This is an optimization exercise on Yosys and OpenROAD, whose aim is small area, a short achievable clock period and few clock cycles per item, not a production implementation. Function was checked by simulation only, so behaviour that the tests miss may differ from the original. Power and IR drop assume default switching activity.

==> flow/design.v, too long to show whole: its modules and the start of the top module <==
// module fmul: 9006 lines
// module fa3: 4 lines
// module ha2: 4 lines
module fmul #(
    parameter pDATA_WIDTH = 64
) (
    input  [(pDATA_WIDTH-1):0]  in_A,
    input  [(pDATA_WIDTH-1):0]  in_B,
    input                       clk,
    input                       rst_n,
    input                       in_valid,
    output [(pDATA_WIDTH-1):0]  result,
    output                      out_valid
);
  // ...
==> flow/flow/run.sh <==
#!/bin/bash
set -euo pipefail
export SETUP_SLACK_MARGIN=6.8
export BUFFER_PORTS_ARGS="-buffer_cell sky130_fd_sc_hd__buf_4"
bash standard.sh > standard.log 2>&1
==> flow/standard.sh <==
#!/bin/bash
# synth_recipe.tcl (not shown) runs the flow's synth.tcl, then flattens the netlist and writes it again
# the make line also repeats each setting of config.mk as NAME=value (left out here)
make -C /OpenROAD-flow-scripts/flow DESIGN_CONFIG=/design/flow/config.mk WORK_HOME=/design/flow/orfs CLKGATE_MAP_FILE= SYNTH_SCRIPT=/design/flow/synth_recipe.tcl "${@:-finish}"
==> flow/config.mk <==
export PLATFORM = sky130hd
export DESIGN_NAME = fmul
export DESIGN_NICKNAME = fmul
export VERILOG_FILES = /design/flow/design.v
export SDC_FILE = /design/flow/constraint.sdc
export NUM_CORES = 8
export LEC_CHECK = 0
export CAP_MARGIN = 20
export CORE_MARGIN = 2
export CORE_UTILIZATION = 55
export CTS_CLUSTER_DIAMETER = 100
export CTS_CLUSTER_SIZE = 24
export SLEW_MARGIN = 20
export SYNTH_HIERARCHICAL = 1
==> flow/constraint.sdc <==
create_clock -name core_clock -period 10.0 [get_ports {clk}]
set_input_delay 2.0000 -clock core_clock [delete_from_list [all_inputs] [get_ports {clk}]]
set_output_delay 2.0000 -clock core_clock [all_outputs]
set_load 0.01 [all_outputs]
==> reports/metrics.csv, run 1 <==
metric,value,unit
initial_utilization,55.3,%
placed_cell_area,0.0972,mm2
clkCellAreaFrac,2.19,%
period_share,34.2,%
numPortBuffers,195,
post-route-drc-count,0,
syn_area_per_cell,10.7,um2
seqPwrFrac,25.1,%
powerComb,26700,uW
busiest_layer,met2,
ant_nets,0,
synth_top_area_cell,dfxtp_1,
largest_reg_flops,531,
whs_endpoint,res7[54]$_DFF_P_,
seq_share,27.1,%
top_layer_used,met5,
hold_viol,0,
top_power_group,combinational logic,
gr-total-overflow,0,
relSlewSlack,24.0,%
gp_congestion,0.977,
status,no timing/DRC/antenna violations,
synth_edf_count,0,
critPathMaxStageDelay,0.45,ns
multiInputGateArea,0.0635,mm2
regArea,0.0274,mm2
peakVddDrop,0.000333,V
syn_inst,8854,
cts-resized-gates,187,
worstPathRequired,10.69,ns
cts.htree.levels,3,
Testbench counts, summed over its fixed seeds: cycles 36,042, items 36,000.
==> run 2: changes to the inputs <==
--- a/flow/design.v
+++ b/flow/design.v
@@ -4370,16 +4370,17 @@
 wire lw_p3_2;
 wire lw_g3_4;
 wire lw_p3_4;
 wire lw_g4_0;
 wire lw_g4_2;
 wire lw_p4_2;
 wire lw_g5_0;
 wire lo_g1_0;
+wire lo_p1_0;
 wire lo_g1_2;
 wire lo_p1_2;
 wire lo_g1_4;
 wire lo_p1_4;
 wire lo_g1_6;
 wire lo_p1_6;
 wire lo_g1_8;
 wire lo_p1_8;
@@ -4393,35 +4394,38 @@
 wire lo_p1_16;
 wire lo_g1_18;
 wire lo_p1_18;
 wire lo_g1_20;
 wire lo_p1_20;
 wire lo_g1_22;
 wire lo_p1_22;
 wire lo_g2_0;
+wire lo_p2_0;
 wire lo_g2_2;
 wire lo_p2_2;
 wire lo_g2_4;
 wire lo_p2_4;
 wire lo_g2_6;
 wire lo_p2_6;
 wire lo_g2_8;
 wire lo_p2_8;
 wire lo_g2_10;
 wire lo_p2_10;
 wire lo_g3_0;
+wire lo_p3_0;
 wire lo_g3_2;
 wire lo_p3_2;
 wire lo_g3_4;
 wire lo_p3_4;
 wire lo_g4_0;
-wire lo_g4_2;
-wire lo_p4_2;
+wire lo_p4_0;
 wire lo_g5_0;
+wire lo_p5_0;
+wire cin50;
 wire cph_g1_1, cph_p1_1;
 wire cph_g1_3, cph_p1_3;
 wire cph_g1_5, cph_p1_5;
 wire cph_g1_7, cph_p1_7;
 wire cph_g1_9, cph_p1_9;
 wire cph_g1_11, cph_p1_11;
 wire cph_g1_13, cph_p1_13;
 wire cph_g1_15, cph_p1_15;
@@ -8057,59 +8061,63 @@
     nzl3 <= nzl_s2;
     gg3  <= gg_s2;
     e3   <= e_s2;
     inf3 <= inf2;
     nan3 <= nan2;
     sgn3 <= sgn2;
 end
 wire [105:0] prod;
-assign lo_g1_0 = gg3[26] | (pp3[26] & cl3);
-assign lo_g1_2 = gg3[28] | (pp3[28] & gg3[27]);
-assign lo_p1_2 = pp3[28] & pp3[27];
-assign lo_g1_4 = gg3[30] | (pp3[30] & gg3[29]);
-assign lo_p1_4 = pp3[30] & pp3[29];
-assign lo_g1_6 = gg3[32] | (pp3[32] & gg3[31]);
-assign lo_p1_6 = pp3[32] & pp3[31];
-assign lo_g1_8 = gg3[34] | (pp3[34] & gg3[33]);
-assign lo_p1_8 = pp3[34] & pp3[33];
-assign lo_g1_10 = gg3[36] | (pp3[36] & gg3[35]);
-assign lo_p1_10 = pp3[36] & pp3[35];
-assign lo_g1_12 = gg3[38] | (pp3[38] & gg3[37]);
-assign lo_p1_12 = pp3[38] & pp3[37];
-assign lo_g1_14 = gg3[40] | (pp3[40] & gg3[39]);
-assign lo_p1_14 = pp3[40] & pp3[39];
-assign lo_g1_16 = gg3[42] | (pp3[42] & gg3[41]);
-assign lo_p1_16 = pp3[42] & pp3[41];
-assign lo_g1_18 = gg3[44] | (pp3[44] & gg3[43]);
-assign lo_p1_18 = pp3[44] & pp3[43];
-assign lo_g1_20 = gg3[46] | (pp3[46] & gg3[45]);
-assign lo_p1_20 = pp3[46] & pp3[45];
-assign lo_g1_22 = gg3[48] | (pp3[48] & gg3[47]);
-assign lo_p1_22 = pp3[48] & pp3[47];
+assign lo_g1_0 = gg3[27] | (pp3[27] & gg3[26]);
+assign lo_p1_0 = pp3[27] & pp3[26];
+assign lo_g1_2 = gg3[29] | (pp3[29] & gg3[28]);
+assign lo_p1_2 = pp3[29] & pp3[28];
+assign lo_g1_4 = gg3[31] | (pp3[31] & gg3[30]);
+assign lo_p1_4 = pp3[31] & pp3[30];
+assign lo_g1_6 = gg3[33] | (pp3[33] & gg3[32]);
+assign lo_p1_6 = pp3[33] & pp3[32];
+assign lo_g1_8 = gg3[35] | (pp3[35] & gg3[34]);
+assign lo_p1_8 = pp3[35] & pp3[34];
+assign lo_g1_10 = gg3[37] | (pp3[37] & gg3[36]);
+assign lo_p1_10 = pp3[37] & pp3[36];
+assign lo_g1_12 = gg3[39] | (pp3[39] & gg3[38]);
+assign lo_p1_12 = pp3[39] & pp3[38];
+assign lo_g1_14 = gg3[41] | (pp3[41] & gg3[40]);
+assign lo_p1_14 = pp3[41] & pp3[40];
+assign lo_g1_16 = gg3[43] | (pp3[43] & gg3[42]);
+assign lo_p1_16 = pp3[43] & pp3[42];
+assign lo_g1_18 = gg3[45] | (pp3[45] & gg3[44]);
+assign lo_p1_18 = pp3[45] & pp3[44];
+assign lo_g1_20 = gg3[47] | (pp3[47] & gg3[46]);
+assign lo_p1_20 = pp3[47] & pp3[46];
+assign lo_g1_22 = gg3[49] | (pp3[49] & gg3[48]);
+assign lo_p1_22 = pp3[49] & pp3[48];
 assign lo_g2_0 = lo_g1_2 | (lo_p1_2 & lo_g1_0);
+assign lo_p2_0 = lo_p1_2 & lo_p1_0;
 assign lo_g2_2 = lo_g1_6 | (lo_p1_6 & lo_g1_4);
 assign lo_p2_2 = lo_p1_6 & lo_p1_4;
 assign lo_g2_4 = lo_g1_10 | (lo_p1_10 & lo_g1_8);
 assign lo_p2_4 = lo_p1_10 & lo_p1_8;
 assign lo_g2_6 = lo_g1_14 | (lo_p1_14 & lo_g1_12);
 assign lo_p2_6 = lo_p1_14 & lo_p1_12;
 assign lo_g2_8 = lo_g1_18 | (lo_p1_18 & lo_g1_16);
 assign lo_p2_8 = lo_p1_18 & lo_p1_16;
 assign lo_g2_10 = lo_g1_22 | (lo_p1_22 & lo_g1_20);
 assign lo_p2_10 = lo_p1_22 & lo_p1_20;
 assign lo_g3_0 = lo_g2_2 | (lo_p2_2 & lo_g2_0);
+assign lo_p3_0 = lo_p2_2 & lo_p2_0;
 assign lo_g3_2 = lo_g2_6 | (lo_p2_6 & lo_g2_4);
 assign lo_p3_2 = lo_p2_6 & lo_p2_4;
 assign lo_g3_4 = lo_g2_10 | (lo_p2_10 & lo_g2_8);
 assign lo_p3_4 = lo_p2_10 & lo_p2_8;
 assign lo_g4_0 = lo_g3_2 | (lo_p3_2 & lo_g3_0);
-assign lo_g4_2 = gg3[49] | (pp3[49] & lo_g3_4);
-assign lo_p4_2 = pp3[49] & lo_p3_4;
-assign lo_g5_0 = lo_g4_2 | (lo_p4_2 & lo_g4_0);
+assign lo_p4_0 = lo_p3_2 & lo_p3_0;
+assign lo_g5_0 = lo_g3_4 | (lo_p3_4 & lo_g4_0);
+assign lo_p5_0 = lo_p3_4 & lo_p4_0;
+assign cin50 = lo_g5_0 | (lo_p5_0 & cl3);
 assign cph_g1_1 = gg3[51] | (pp3[51] & gg3[50]);
 assign cph_p1_1 = pp3[51] & pp3[50];
 assign cph_g1_3 = gg3[53] | (pp3[53] & gg3[52]);
 assign cph_p1_3 = pp3[53] & pp3[52];
 assign cph_g1_5 = gg3[55] | (pp3[55] & gg3[54]);
 assign cph_p1_5 = pp3[55] & pp3[54];
 assign cph_g1_7 = gg3[57] | (pp3[57] & gg3[56]);
 assign cph_p1_7 = pp3[57] & pp3[56];
@@ -8412,72 +8420,72 @@
 assign cph_g6_52 = cph_g5_52 | (cph_p5_52 & cph_g5_31);
 assign cph_p6_52 = cph_p5_52 & cph_p5_31;
 assign cph_g6_53 = cph_g5_53 | (cph_p5_53 & cph_g5_31);
 assign cph_p6_53 = cph_p5_53 & cph_p5_31;
 assign cph_g6_54 = cph_g5_54 | (cph_p5_54 & cph_g5_31);
 assign cph_p6_54 = cph_p5_54 & cph_p5_31;
 assign cph_g6_55 = cph_g5_55 | (cph_p5_55 & cph_g5_31);
 assign cph_p6_55 = cph_p5_55 & cph_p5_31;
-assign prod[50] = pp3[50] ^ lo_g5_0;
-assign prod[51] = pp3[51] ^ (gg3[50] | (pp3[50] & lo_g5_0));
-assign prod[52] = pp3[52] ^ (cph_g1_1 | (cph_p1_1 & lo_g5_0));
-assign prod[53] = pp3[53] ^ (cph_g2_2 | (cph_p2_2 & lo_g5_0));
-assign prod[54] = pp3[54] ^ (cph_g2_3 | (cph_p2_3 & lo_g5_0));
-assign prod[55] = pp3[55] ^ (cph_g3_4 | (cph_p3_4 & lo_g5_0));
-assign prod[56] = pp3[56] ^ (cph_g3_5 | (cph_p3_5 & lo_g5_0));
-assign prod[57] = pp3[57] ^ (cph_g3_6 | (cph_p3_6 & lo_g5_0));
-assign prod[58] = pp3[58] ^ (cph_g3_7 | (cph_p3_7 & lo_g5_0));
-assign prod[59] = pp3[59] ^ (cph_g4_8 | (cph_p4_8 & lo_g5_0));
-assign prod[60] = pp3[60] ^ (cph_g4_9 | (cph_p4_9 & lo_g5_0));
-assign prod[61] = pp3[61] ^ (cph_g4_10 | (cph_p4_10 & lo_g5_0));
-assign prod[62] = pp3[62] ^ (cph_g4_11 | (cph_p4_11 & lo_g5_0));
-assign prod[63] = pp3[63] ^ (cph_g4_12 | (cph_p4_12 & lo_g5_0));
-assign prod[64] = pp3[64] ^ (cph_g4_13 | (cph_p4_13 & lo_g5_0));
-assign prod[65] = pp3[65] ^ (cph_g4_14 | (cph_p4_14 & lo_g5_0));
-assign prod[66] = pp3[66] ^ (cph_g4_15 | (cph_p4_15 & lo_g5_0));
-assign prod[67] = pp3[67] ^ (cph_g5_16 | (cph_p5_16 & lo_g5_0));
-assign prod[68] = pp3[68] ^ (cph_g5_17 | (cph_p5_17 & lo_g5_0));
-assign prod[69] = pp3[69] ^ (cph_g5_18 | (cph_p5_18 & lo_g5_0));
-assign prod[70] = pp3[70] ^ (cph_g5_19 | (cph_p5_19 & lo_g5_0));
-assign prod[71] = pp3[71] ^ (cph_g5_20 | (cph_p5_20 & lo_g5_0));
-assign prod[72] = pp3[72] ^ (cph_g5_21 | (cph_p5_21 & lo_g5_0));
-assign prod[73] = pp3[73] ^ (cph_g5_22 | (cph_p5_22 & lo_g5_0));
-assign prod[74] = pp3[74] ^ (cph_g5_23 | (cph_p5_23 & lo_g5_0));
-assign prod[75] = pp3[75] ^ (cph_g5_24 | (cph_p5_24 & lo_g5_0));
-assign prod[76] = pp3[76] ^ (cph_g5_25 | (cph_p5_25 & lo_g5_0));
-assign prod[77] = pp3[77] ^ (cph_g5_26 | (cph_p5_26 & lo_g5_0));
-assign prod[78] = pp3[78] ^ (cph_g5_27 | (cph_p5_27 & lo_g5_0));
-assign prod[79] = pp3[79] ^ (cph_g5_28 | (cph_p5_28 & lo_g5_0));
-assign prod[80] = pp3[80] ^ (cph_g5_29 | (cph_p5_29 & lo_g5_0));
-assign prod[81] = pp3[81] ^ (cph_g5_30 | (cph_p5_30 & lo_g5_0));
-assign prod[82] = pp3[82] ^ (cph_g5_31 | (cph_p5_31 & lo_g5_0));
-assign prod[83] = pp3[83] ^ (cph_g6_32 | (cph_p6_32 & lo_g5_0));
-assign prod[84] = pp3[84] ^ (cph_g6_33 | (cph_p6_33 & lo_g5_0));
-assign prod[85] = pp3[85] ^ (cph_g6_34 | (cph_p6_34 & lo_g5_0));
-assign prod[86] = pp3[86] ^ (cph_g6_35 | (cph_p6_35 & lo_g5_0));
-assign prod[87] = pp3[87] ^ (cph_g6_36 | (cph_p6_36 & lo_g5_0));
-assign prod[88] = pp3[88] ^ (cph_g6_37 | (cph_p6_37 & lo_g5_0));
-assign prod[89] = pp3[89] ^ (cph_g6_38 | (cph_p6_38 & lo_g5_0));
-assign prod[90] = pp3[90] ^ (cph_g6_39 | (cph_p6_39 & lo_g5_0));
-assign prod[91] = pp3[91] ^ (cph_g6_40 | (cph_p6_40 & lo_g5_0));
-assign prod[92] = pp3[92] ^ (cph_g6_41 | (cph_p6_41 & lo_g5_0));
-assign prod[93] = pp3[93] ^ (cph_g6_42 | (cph_p6_42 & lo_g5_0));
-assign prod[94] = pp3[94] ^ (cph_g6_43 | (cph_p6_43 & lo_g5_0));
-assign prod[95] = pp3[95] ^ (cph_g6_44 | (cph_p6_44 & lo_g5_0));
-assign prod[96] = pp3[96] ^ (cph_g6_45 | (cph_p6_45 & lo_g5_0));
-assign prod[97] = pp3[97] ^ (cph_g6_46 | (cph_p6_46 & lo_g5_0));
-assign prod[98] = pp3[98] ^ (cph_g6_47 | (cph_p6_47 & lo_g5_0));
-assign prod[99] = pp3[99] ^ (cph_g6_48 | (cph_p6_48 & lo_g5_0));
-assign prod[100] = pp3[100] ^ (cph_g6_49 | (cph_p6_49 & lo_g5_0));
-assign prod[101] = pp3[101] ^ (cph_g6_50 | (cph_p6_50 & lo_g5_0));
-assign prod[102] = pp3[102] ^ (cph_g6_51 | (cph_p6_51 & lo_g5_0));
-assign prod[103] = pp3[103] ^ (cph_g6_52 | (cph_p6_52 & lo_g5_0));
-assign prod[104] = pp3[104] ^ (cph_g6_53 | (cph_p6_53 & lo_g5_0));
-assign prod[105] = pp3[105] ^ (cph_g6_54 | (cph_p6_54 & lo_g5_0));
+assign prod[50] = pp3[50] ^ cin50;
+assign prod[51] = pp3[51] ^ (gg3[50] | (pp3[50] & cin50));
+assign prod[52] = pp3[52] ^ (cph_g1_1 | (cph_p1_1 & cin50));
+assign prod[53] = pp3[53] ^ (cph_g2_2 | (cph_p2_2 & cin50));
+assign prod[54] = pp3[54] ^ (cph_g2_3 | (cph_p2_3 & cin50));
+assign prod[55] = pp3[55] ^ (cph_g3_4 | (cph_p3_4 & cin50));
+assign prod[56] = pp3[56] ^ (cph_g3_5 | (cph_p3_5 & cin50));
+assign prod[57] = pp3[57] ^ (cph_g3_6 | (cph_p3_6 & cin50));
+assign prod[58] = pp3[58] ^ (cph_g3_7 | (cph_p3_7 & cin50));
+assign prod[59] = pp3[59] ^ (cph_g4_8 | (cph_p4_8 & cin50));
+assign prod[60] = pp3[60] ^ (cph_g4_9 | (cph_p4_9 & cin50));
+assign prod[61] = pp3[61] ^ (cph_g4_10 | (cph_p4_10 & cin50));
+assign prod[62] = pp3[62] ^ (cph_g4_11 | (cph_p4_11 & cin50));
+assign prod[63] = pp3[63] ^ (cph_g4_12 | (cph_p4_12 & cin50));
+assign prod[64] = pp3[64] ^ (cph_g4_13 | (cph_p4_13 & cin50));
+assign prod[65] = pp3[65] ^ (cph_g4_14 | (cph_p4_14 & cin50));
+assign prod[66] = pp3[66] ^ (cph_g4_15 | (cph_p4_15 & cin50));
+assign prod[67] = pp3[67] ^ (cph_g5_16 | (cph_p5_16 & cin50));
+assign prod[68] = pp3[68] ^ (cph_g5_17 | (cph_p5_17 & cin50));
+assign prod[69] = pp3[69] ^ (cph_g5_18 | (cph_p5_18 & cin50));
+assign prod[70] = pp3[70] ^ (cph_g5_19 | (cph_p5_19 & cin50));
+assign prod[71] = pp3[71] ^ (cph_g5_20 | (cph_p5_20 & cin50));
+assign prod[72] = pp3[72] ^ (cph_g5_21 | (cph_p5_21 & cin50));
+assign prod[73] = pp3[73] ^ (cph_g5_22 | (cph_p5_22 & cin50));
+assign prod[74] = pp3[74] ^ (cph_g5_23 | (cph_p5_23 & cin50));
+assign prod[75] = pp3[75] ^ (cph_g5_24 | (cph_p5_24 & cin50));
+assign prod[76] = pp3[76] ^ (cph_g5_25 | (cph_p5_25 & cin50));
+assign prod[77] = pp3[77] ^ (cph_g5_26 | (cph_p5_26 & cin50));
+assign prod[78] = pp3[78] ^ (cph_g5_27 | (cph_p5_27 & cin50));
+assign prod[79] = pp3[79] ^ (cph_g5_28 | (cph_p5_28 & cin50));
+assign prod[80] = pp3[80] ^ (cph_g5_29 | (cph_p5_29 & cin50));
+assign prod[81] = pp3[81] ^ (cph_g5_30 | (cph_p5_30 & cin50));
+assign prod[82] = pp3[82] ^ (cph_g5_31 | (cph_p5_31 & cin50));
+assign prod[83] = pp3[83] ^ (cph_g6_32 | (cph_p6_32 & cin50));
+assign prod[84] = pp3[84] ^ (cph_g6_33 | (cph_p6_33 & cin50));
+assign prod[85] = pp3[85] ^ (cph_g6_34 | (cph_p6_34 & cin50));
+assign prod[86] = pp3[86] ^ (cph_g6_35 | (cph_p6_35 & cin50));
+assign prod[87] = pp3[87] ^ (cph_g6_36 | (cph_p6_36 & cin50));
+assign prod[88] = pp3[88] ^ (cph_g6_37 | (cph_p6_37 & cin50));
+assign prod[89] = pp3[89] ^ (cph_g6_38 | (cph_p6_38 & cin50));
+assign prod[90] = pp3[90] ^ (cph_g6_39 | (cph_p6_39 & cin50));
+assign prod[91] = pp3[91] ^ (cph_g6_40 | (cph_p6_40 & cin50));
+assign prod[92] = pp3[92] ^ (cph_g6_41 | (cph_p6_41 & cin50));
+assign prod[93] = pp3[93] ^ (cph_g6_42 | (cph_p6_42 & cin50));
+assign prod[94] = pp3[94] ^ (cph_g6_43 | (cph_p6_43 & cin50));
+assign prod[95] = pp3[95] ^ (cph_g6_44 | (cph_p6_44 & cin50));
+assign prod[96] = pp3[96] ^ (cph_g6_45 | (cph_p6_45 & cin50));
+assign prod[97] = pp3[97] ^ (cph_g6_46 | (cph_p6_46 & cin50));
+assign prod[98] = pp3[98] ^ (cph_g6_47 | (cph_p6_47 & cin50));
+assign prod[99] = pp3[99] ^ (cph_g6_48 | (cph_p6_48 & cin50));
+assign prod[100] = pp3[100] ^ (cph_g6_49 | (cph_p6_49 & cin50));
+assign prod[101] = pp3[101] ^ (cph_g6_50 | (cph_p6_50 & cin50));
+assign prod[102] = pp3[102] ^ (cph_g6_51 | (cph_p6_51 & cin50));
+assign prod[103] = pp3[103] ^ (cph_g6_52 | (cph_p6_52 & cin50));
+assign prod[104] = pp3[104] ^ (cph_g6_53 | (cph_p6_53 & cin50));
+assign prod[105] = pp3[105] ^ (cph_g6_54 | (cph_p6_54 & cin50));
 assign prod[0] = 1'b0;
 assign prod[1] = 1'b0;
 assign prod[2] = 1'b0;
 assign prod[3] = 1'b0;
 assign prod[4] = 1'b0;
 assign prod[5] = 1'b0;
 assign prod[6] = 1'b0;
 assign prod[7] = 1'b0;
==> flow/flow/run.sh (replaced) <==
#!/bin/bash
set -euo pipefail
export SETUP_SLACK_MARGIN=7.0
export BUFFER_PORTS_ARGS="-buffer_cell sky130_fd_sc_hd__buf_4"
bash standard.sh > standard.log 2>&1
--- a/flow/config.mk
+++ b/flow/config.mk
@@ -5,10 +5,11 @@
 export SDC_FILE = /design/flow/constraint.sdc
 export NUM_CORES = 8
 export LEC_CHECK = 0
 export CAP_MARGIN = 20
 export CORE_MARGIN = 2
 export CORE_UTILIZATION = 55
 export CTS_CLUSTER_DIAMETER = 100
 export CTS_CLUSTER_SIZE = 24
+export PLACE_DENSITY = 0.7
 export SLEW_MARGIN = 20
 export SYNTH_HIERARCHICAL = 1
==> reports/metrics.csv, run 2 <==
metric,value,unit,change
fin_nets,10200,,
skew,0.0510,ns,
yosysMostFrequentCell,xnor2_1,,
seq_area_frac_synth,28.4,%,
peakVddDrop,0.000390,V,+17%
post-route-drc-count,0,,unchanged
p_leak,0.0376,uW,
dieArea,0.176,mm2,
fillers,14100,,
min_from,vld[2]$_DFF_PN0_,,
whs_path_depth,0,,
post-place-ws,6.05,ns,
cts_num_sinks,1345,,
synth.ff_latch_count,1345,,
area_growth,7.51,%,
setup-tns-final,0,ns,
cts.htree.levels,3,,unchanged
synth_nets,10600,,
first_pass_iters,15,,
crit_chain,buf_6,,
cp_num_buf_inv,1,,
coreArea,0.172,mm2,
worst_slew_pin_slew,1.14,ns,
p_sw_share,47.0,%,
final_common_cell,xnor2_1,,
clk_latency,0.78,ns,
reg.largest.list,"q2 (531), pp3 (80), gg3 (79)",,
row_count,152,,
status,no timing/DRC/antenna violations,,
num_io_pins,196,,
grt_max_degree,71,,
fin_crit,3.21,ns,
rr_startpoint,pp3[37]$_DFF_P_,,
rr_worst_depth,11,,
final_util,59.5,%,
ant_nets,0,,unchanged
crit_path_end_kind,output pin,,
r2r_end,p4[46]$_DFF_P_,,
synth_top_flop_cell,dfxtp_1,,
syn_inst,8870,,+0.18%
antenna_found_initial,24,,
tritoncts,built,,
setup_violations,0,,
syn_area_per_cell,10.7,um2,about the same
layout_common_cells,"xnor2_1, fa_1, dfxtp_1",,
grt_pass1_wl,527,mm,
hold_path_class,reg -> reg,,
whs_endpoint,vld[3]$_DFF_PN0_,,
synth_top_area_cell,dfxtp_1,,
cts_max_path_buffers,3,,
p_switching,19300,uW,
ys_top_cells_by_area,"dfxtp_1, fa_1, xnor2_1",,
fmax,0.312,GHz,
first_global_vias,77100,,
relSlewSlack,23.5,%,-0.52 points
async_flop_share,0.520,%,
multiInputGateArea,0.0641,mm2,+0.97%
largest_reg_flops,531,,unchanged
critical_path_class,reg -> out,,
p_int,21800,uW,
gp_congestion,1.03,,+4.9%
hold_viol,0,,unchanged
setup_ws,6.79,ns,
drive_gt1_share,11.8,%,
worstPathRequired,8.00,ns,-2.69 ns
clockRootBuffer,clkbuf_16,,
rrSetupSlack,6.81,ns,
synth.top_cell.area_share,28.2,%,
regArea,0.0275,mm2,+0.42%
synth_edf_count,0,,unchanged
drt-initial-drc-count,12700,,
numPortBuffers,195,,unchanged
ys_warn_count,7,,
rsz0062_at_grt,yes,,
crit_fanout,1,,
arrival,1.21,ns,
die_w,420,um,
die_h,420,um,
maxCapViolations,0,,
seqPwrFrac,24.9,%,-0.2 points
gr-total-overflow,0,,unchanged
vias,76200,,
wire_per_inst,33.9,um,
hold_buffers,0,,
initial_utilization,55.4,%,+0.088 points
comb_power_share,66.8,%,
power_density,403,mW/mm2,
ys_types,85,,
vias_per_cell,7.01,,
slew_violations,0,,
clkTransAtPathRegs,0.09,ns,
cts_buffers,73,,
wl,369,mm,
synth_commonest_cells,"xnor2_1, dfxtp_1, fa_1",,
grt_use_total,41.1,%,
slowest_stage,dfrtp_1,,
period_share,32.1,%,-2.1 points
dp_hpwl,240,mm,
syn_area,0.0950,mm2,
critPathMaxStageDelay,0.37,ns,-0.08 ns
start_kind,flip-flop,,
critPathTopFamily,flip-flops,,
largest-register,q2,,
power.clock.fraction,8.4,%,
## run 2: cell types whose count changed after synthesis, sizes merged, moves of 9 or more
cell	change
o21ai	+24
clkbuf	+9
a21oi	-25
xor2	+11
inv	-21
a31oi	+14
nand4	-11
nor2	-30
xnor2	-9
nand3	+22
## run 2: how the worst max path moves through the flow
stage                                  from  cells after the start  slack, ns              to
after floorplan           r_neg0[7]$_DFF_P_                      6       7.00  q2[66]$_DFF_P_
after global placement      pp3[42]$_DFF_P_                     10       6.12  p4[43]$_DFF_P_
after detailed placement    pp3[42]$_DFF_P_                     10       6.05  p4[43]$_DFF_P_
after CTS                  vld[6]$_DFF_PN0_                      1       6.74       out_valid
after global routing        pp3[35]$_DFF_P_                     11       6.72  p4[43]$_DFF_P_
final                      vld[6]$_DFF_PN0_                      1       6.79       out_valid
## run 2: final cells by class
type / instances / area share [%]
inverters: 371 / 1.52
clock buffers: 84 / 1.93
clock inverters: 23 / 0.289
diodes: 28 / 0.0686
flip-flops and latches: 1345 / 26.9
repair buffers: 416 / 3.62
multi-input cells: 6295 / 62.8
well taps: 2310 / 2.83
## run 2: kinds of logic (layout without fill, tap and decap cells)
family,Yosys count,after routing,synth area share (%)
AO/OA/AOI/OAI,1999,1999,13.7
flip-flops,1345,1345,28.4
XOR/XNOR,1624,1624,15.0
adder cells (fa/ha/maj),1573,1573,31.1
other,0,28,0
AND/OR/NAND/NOR,944,944,4.73
multiplexers,155,155,2.24
buffers and inverters,1230,894,4.87
## run 2: metal layers
metal | track usage, % | share of wire [%] | vias to the layer above
li1 | - | - | 29500
met1 | 50.5 | 35 | 37200
met2 | 55.8 | 39 | 7150
met3 | 21.0 | 16 | 2304
met4 | 26.2 | 8.6 | 58
met5 | 8.25 | 0.56 | -
## run 2: per-stage QoR
stage	power (uW)	cell area [um2]	std cells	hold slack, ns
after CTS	39900	101000	10800	0.327
final	41100	102000	10900	0.319
after global placement	34800	97500	10700	0.311
after floorplan	26100	95000	8870	0.310
after global routing	44100	102000	10900	0.336
after detailed placement	35800	97500	10700	0.312
## run 2: modules after synthesis, one instance, submodules excluded
module	cells	copies in the design
fa3	1	1305
fmul	7416	1
ha2	1	149
## run 2: repair_timing
action,in CTS,in global routing
gates resized for setup,357,200
pin swaps,36,43
buffers inserted,25,28
setup endpoints to repair,545,278
endpoints found under the hold margin,0,0
## run 2: power by group through the flow
stage                     sequential (uW)  combinational (uW)  clock [uW]
final                               10200               27500        3440
after global routing                10400               30000        3660
after CTS                           10100               26300        3480
after detailed placement            10200               25600           0
after global placement              10100               24600           0
after floorplan                      9180               16900           0
Testbench counts of run 2, summed over its fixed seeds: cycles 36,042, items 36,000.

[what the ideal ports hide]
No port has a modelled driver above. Below, the same layouts with a new extraction and two added sets of constraints. Step 1: set_driving_cell puts a clkbuf_16 on clk and a buf_2 on each other input, an assumption about the parent block. Step 2 moves the port delays by t, midway between the first and last clock arrival at a register: inputs arrive t later, outputs are due t later. That takes back most of the time a late clock gives input paths. a / b / c = ideal / step 1 / step 2; a / b = the first two.
run | t (ns) | setup slack, ns | clock arrival spread, ns
run 1 | 0.855 | 6.576 / 6.576 / 6.576 | 0.064 / 0.063
run 2 | 0.841 | 6.791 / 6.699 / 6.669 | 0.063 / 0.063
After both steps setup and hold are still met in every run listed. The setup slack of run 2, which loses most, moves by -0.092 ns with the drivers and by -0.122 ns with both steps.
